Source: an optimization exercise on an open RTL-to-GDS flow (aim: small area, a short achievable clock period and few clock cycles per item). Production flows keep margins and buffers that such runs may drop. Where RTL was checked, it was by simulation tests only, not by an equivalence proof against the original. Power and IR drop assume default switching activity.

## sierra
// BSW
module BSW (
    clk, rst, start,
    i_Q, i_R,
    o_Q_al,
    o_R_al,
    detail_info,
    done
);
    input clk, rst;
    input  [2:0] i_Q, i_R;
    input  start;
    output [2:0] o_Q_al, o_R_al;
    output [8:0] detail_info;
    output done;
    localparam [1:0] C_STOP = 2'd0, C_I = 2'd1, C_D = 2'd2, C_G = 2'd3;
    integer k;
    function ge8;
        input [7:0] a, b;
        reg [7:0] g, l;
        reg [3:0] g1, l1;
        reg [1:0] g2, l2;
        integer t;
        begin
            g = a & ~b;
            l = ~a & b;
            for (t = 0; t < 4; t = t + 1) begin
                g1[t] = g[2*t+1] | (~l[2*t+1] & g[2*t]);
                l1[t] = l[2*t+1] | (~g[2*t+1] & l[2*t]);
            end
            for (t = 0; t < 2; t = t + 1) begin
                g2[t] = g1[2*t+1] | (~l1[2*t+1] & g1[2*t]);
                l2[t] = l1[2*t+1] | (~g1[2*t+1] & l1[2*t]);
            end
            ge8 = ~(l2[1] | (~g2[1] & l2[0]));
        end
    endfunction
    function [11:0] pe_cell;
        input [3:0] ta, tb;
        input noA, noB, mt, c0, c1;
        reg aGEb, selM, sat, hz;
        reg [3:0] tmx;
        reg [2:0] tu, tv;
        reg [1:0] v, code;
        reg [3:0] tdl, tdu;
        reg [4:0] xv;         
        begin
            if (noA) begin
                aGEb = 1'b0; tmx = tb;
            end else if (noB) begin
                aGEb = 1'b1; tmx = ta;
            end else begin
                aGEb = &(ta | ~tb); tmx = ta | tb;
            end
            selM = mt ? tmx[3] : tmx[0];
            tu   = selM ? tmx[3:1] : (mt ? 3'b111 : 3'b000);
            sat  = c0 & ~tu[0];
            tv   = {tu[2:1], tu[0] | sat};
            v    = {tv[1], tv[2] | (tv[0] & ~tv[1])};
            hz   = (c0 & ~tu[1]) | (c1 & ~tu[0]);
            if (hz)        code = C_STOP;
            else if (selM) code = aGEb ? C_I : C_D;
            else           code = c0 ? C_STOP : C_G;
            xv   = {1'b0, tv, 1'b1};
            tdl[0] = (~tb[0] | xv[1]) & (~tb[1] | xv[2]) & (~tb[2] | xv[3]) & ~tb[3];
  ...
Size: about 9500 cells after synthesis, ~2300 flip-flops, ~25 I/O pins, roughly 81000 µm² of cells after synthesis.
clock: 24.0 ns
lec_check: 0
abc_area: 1
cap_margin: 20
core_margin: 2
core_utilization: 40
cts_cluster_diameter: 80
cts_cluster_size: 25
slew_margin: 20
standard.sh (not shown) runs the stock make flow with config.mk's settings and CLKGATE_MAP_FILE= SYNTH_SCRIPT=/design/flow/synth_recipe.tcl, a recipe that flattens the netlist after the stock synthesis.
==> flow/flow/run.sh <==
#!/bin/bash
# Standard layout, with the port buffers made of buf_4 cells instead of the
# cell buffer_ports picks by default. Make's full output goes to flow.log;
# each tool's own logs stay under orfs/logs.
set -euo pipefail
export BUFFER_PORTS_ARGS="-buffer_cell sky130_fd_sc_hd__buf_4"
bash standard.sh > flow.log 2>&1
sierra completed; timing, DRC and antenna clean
## Diff of input files: yarrow against sierra
-- flow/design.v --
<<< sierra, line 496
            end
            if (st0) done_r <= 1'b1;
            if ((st0 || dcnt != 3'd0) && dcnt != 3'd7) dcnt <= dcnt + 3'd1;
        end
    end
>>> yarrow, line 496
            end
            if (st0) done_r <= 1'b1;
            if ((st0 || done_r) && dcnt != 3'd7) dcnt <= dcnt + 3'd1;
        end
    end
==> run summary <==
- Sort sierra and yarrow by ratio of final minimum period to clock period, descending, and sierra comes first.
- The setup slack of yarrow is larger than that of sierra.
- Summary: with sierra as the reference, length of routed met2 wiring in yarrow moved up by a few percent.
- As far as core area goes, yarrow and sierra are indistinguishable; the numbers are identical.
- sierra ended up with more cell instances than yarrow did.
- Higher area fraction in compound gates after synthesis was reported by yarrow, not sierra.
Testbench counts of yarrow, summed over its fixed seeds: cycles 48,779, items 320.
The RTL of sierra was laid out without a check of its function.

---

== run 3 ==
BSW, a different RTL version from the one above (not shown whole).
Size in the first run: roughly 9,600 cells after synthesis, about 2,300 flip-flops.
## BSW
module BSW (
    clk, rst, start,
    i_Q, i_R,
    o_Q_al,
    o_R_al,
    detail_info,
    done
);
export LEC_CHECK = 0
export ABC_AREA = 1
export CAP_MARGIN = 20
export CORE_MARGIN = 2
export CORE_UTILIZATION = 40
export CTS_CLUSTER_DIAMETER = 80
export CTS_CLUSTER_SIZE = 25
export SLEW_MARGIN = 20
create_clock -name core_clock -period 24.0 [get_ports {clk}]
Scripts as last shown in full above: flow/flow/run.sh
Input changes introduced in run 2 (baseline for comparison: run 3):
--- a/flow/design.v
+++ b/flow/design.v
@@ -395,72 +395,73 @@
             if (cin_o[q]) cin_x = cin_x | (q + 7);
         end
     end
     assign cst_r = cst[4*blk +: 4];
     wire merge  = ps_act && !ps_first && ({1'b0, blk} < vtop) && (blk >= s_b)
                   && (cin_x == cst_r);
     wire ps_end = ps_act && (merge || found);      
     wire free   = !ps_act || ps_end;
     wire bnew   = upd || w63;                      
-    wire want   = bchg || bnew;
     wire fin    = run && (cyc == 8'd67);           
+    wire want   = bchg || (fin && bnew);
     wire ps_go  = run && !strm && (cyc >= 8'd6) && want && (!ps_act || fin);
+    wire [3:0] go_b = (fin && bnew) ? 4'd15 : best_w[5:2];
     wire abort  = ps_go && ps_act && !ps_end;
     wire st_go  = run && !strm && (cyc >= 8'd67) && free && !want;
     always @(posedge clk or posedge rst) begin
         if (rst) begin
             ps_act <= 1'b0;
             strm   <= 1'b0;
             bchg   <= 1'b1;
             vtop   <= 5'd0;
         end else if (!run) begin
             ps_act <= 1'b0;
             strm   <= 1'b0;
             bchg   <= 1'b1;
             vtop   <= 5'd0;
         end else begin
             if (ps_go)       ps_act <= 1'b1;
             else if (ps_end) ps_act <= 1'b0;
             if (st_go) strm <= 1'b1;
-            bchg <= want && !ps_go;
+            bchg <= ps_go ? (bnew && !fin) : (bchg || bnew);
             if (ps_end)
                 vtop <= {1'b0, bE};
             else if (abort)
                 vtop <= (vtop < {1'b0, blk}) ? vtop : {1'b0, blk};
         end
     end
     always @(posedge clk) begin
         ps_first <= ps_go;
         if (ps_go) begin
-            pe_w   <= best_wn;
-            pe_par <= best_parn;
-            pe_p   <= best_pn;
+            pe_w   <= fin ? best_wn   : best_w;
+            pe_par <= fin ? best_parn : best_par;
+            pe_p   <= fin ? best_pn   : best_p;
         end
         cin_e <= cE;
         cin_o <= cO;
         for (k = 0; k < 16; k = k + 1)
             if (ps_act && !ps_first && blk == k) cst[4*k +: 4] <= cin_x;
     end
     reg [5:0] base_n;
     wire [3:0] rhi_n = base_n[5:2] + 4'd1;
     always @(*) begin
         if (ps_go)
-            base_n = cyc[5:0] - 6'd6 - {best_wn[5:2], 2'b00};
+            base_n = (fin && bnew) ? 6'd1 : cyc[5:0] - 6'd6 - {best_w[5:2], 2'b00};
         else if (ps_act)
             base_n = base + 6'd5;
         else if (st0)
             base_n = cyc[5:0] - 6'd10 - {s_b, 2'b00};
         else
             base_n = shift_r ? base - 6'd3 : base + 6'd1;
     end
     always @(posedge clk) begin
         base <= base_n;
-        if (ps_go)          blk <= best_wn[5:2];
+        if (ps_go)          blk <= go_b;
         else if (ps_act)    blk <= blk - 4'd1;
         else if (st0)       blk <= s_b + 4'd1;
         else if (shift_r)   blk <= blk + 4'd1;
         for (k = 0; k < 64; k = k + 1)
             oh[k] <= (((k / 16) < base_n[1:0]) ? rhi_n : base_n[5:2]) == (k % 16);
         for (k = 0; k < 16; k = k + 1)
             rsel[k] <= ((base_n[1:0] + 2'd3 - (k / 4)) & 2'd3) == (k % 4);
     end
     reg [15:0] pcur, pnext, pprev;
@@ -493,19 +494,19 @@
         integer a, l;
         begin
             t = v;
             for (l = 0; l < 6; l = l + 1)
                 for (a = 0; a < (32 >> l); a = a + 1)
                     t[2*a +: 2] = s[l] ? t[2*(2*a+1) +: 2] : t[2*(2*a) +: 2];
             mux64x2 = t[1:0];
         end
     endfunction
-    wire [31:0] win  = {pnext, pcur};
+    wire [31:0] win  = {pn_eff, pc_eff};
     wire [3:0]  i1   = {1'b0, cd[2:0]} + 4'd1;
     wire [3:0]  i2   = {1'b0, cd[2:0]} + 4'd2;
     wire [1:0]  e1   = win[2*i1 +: 2];
     wire [1:0]  e2   = win[2*i2 +: 2];
     wire        use1 = (e1 != 2'b00);
     wire [1:0]  nc   = use1 ? e1 : e2;
     wire [6:0]  nd   = use1 ? cd + 7'd1 : cd + 7'd2;
     wire        shift = (st0 || sa_act) && !last && (nd[6:3] != cd[6:3]);
     wire       last = (cd == e_d);
@@ -524,19 +525,19 @@
             sb_end <= 1'b0;
             done_r <= 1'b0;
             dcnt   <= 3'd0;
         end else begin
             st0 <= st_go;
             if (st0 || sa_act) begin
                 sa_act <= !last;
                 sb_end <= last;
             end
-            if (st0) done_r <= 1'b1;
+            done_r <= strm;              
             if ((st0 || dcnt != 3'd0) && dcnt != 3'd7) dcnt <= dcnt + 3'd1;
         end
     end
     always @(posedge clk) begin
         if (!run) begin
             s_b   <= 4'd0;
         end else if (ps_act && !merge && found) begin
             s_b   <= blk;
             s_k   <= f_k;
@@ -545,29 +546,32 @@
         end
         if (st0 || sa_act) begin
             sb_q  <= nc[1];
             sb_r  <= nc[0];
             sa_d  <= nd;
             sa_qp <= cqp + {5'd0, !nc[1]};
             sa_rp <= crp + {5'd0, !nc[0]};
         end
     end
+    reg [15:0] pprev2;
+    reg        fnd_r, mrg_r;
+    wire [15:0] pc_eff = fnd_r ? pprev : pcur;
+    wire [15:0] pn_eff = (fnd_r || mrg_r) ? pprev2 : pnext;
     always @(posedge clk) begin
-        pprev <= blk_path;
-        if (ps_act && !merge && found) begin
-            pcur  <= blk_path;
-            pnext <= pprev;
-        end else if (merge && blk == s_b) begin
-            pnext <= pprev;
-        end else if (shift) begin
-            pcur  <= pnext;
-        end else if (rc) begin
-            pnext <= blk_path;
+        pprev  <= blk_path;
+        pprev2 <= pprev;
+        fnd_r  <= ps_act && !merge && found;
+        mrg_r  <= merge && blk == s_b;
+        if (shift) begin
+            pcur  <= pn_eff;
+        end else begin
+            pcur  <= pc_eff;
+            pnext <= rc ? blk_path : pn_eff;
         end
     end
     always @(posedge clk or posedge rst) begin
         if (rst) begin
             shift_r <= 1'b0;
             rc      <= 1'b0;
         end else begin
             shift_r <= run && shift;
             rc      <= run && shift_r;
==> run summary <==
- Power share of the combinational group: higher on run 3
- Of run 2 and run 3, the run reporting the lower largest stage delay on the critical path was run 2.
- On simple-gate portion of the synthesized area: run 2 sits above run 3.
- Diff run 2 and run 3: flop-to-flop setup slack lower in run 3
- For run 2, the launch point of the worst path was done_r$_DFF_PP0_, unlike run 3, where it was oh[6]$_DFF_P_.
- Run 2 vs run 3, sequential power went down by about 1%.
- After synthesis and placement, the instance count of run 2 is above that of run 3.
No functional check of the RTL was part of any run of this note.

==> static timing again, ports no longer ideal <==
The flow's constraints put no driver on any port. The routed layouts listed below were extracted and timed again, unchanged, in two steps.
Step 1 (the two cells are an assumption about what drives the block):
set clk [get_ports {clk}]
set_driving_cell -lib_cell sky130_fd_sc_hd__clkbuf_16 $clk
set_driving_cell -lib_cell sky130_fd_sc_hd__buf_2 [delete_from_list [all_inputs] $clk]
Step 2, shift: input delay + t, output delay - t, t = (earliest + latest rising clock arrival at the registers) / 2. This alone moves slack from input paths to output paths.
Slacks: ideal / step 1 / step 2; pairs: ideal / step 1.
run	t, ns	slack for setup (ns)	worst setup path after step 2	worst register clock-pin slew, ns
sierra	0.905	17.785 / 17.691 / 18.115	register to register	0.10 / 0.10
yarrow	0.898	17.826 / 17.740 / 18.293	input, reset recovery	0.10 / 0.10
run 3	0.906	16.901 / 16.901 / 16.901	register to register	0.10 / 0.10
run 2	0.896	17.847 / 17.764 / 17.907	register to register	0.10 / 0.10
After both steps setup and hold are still met in every run listed. The worst setup slack also covers recovery checks on asynchronous resets.
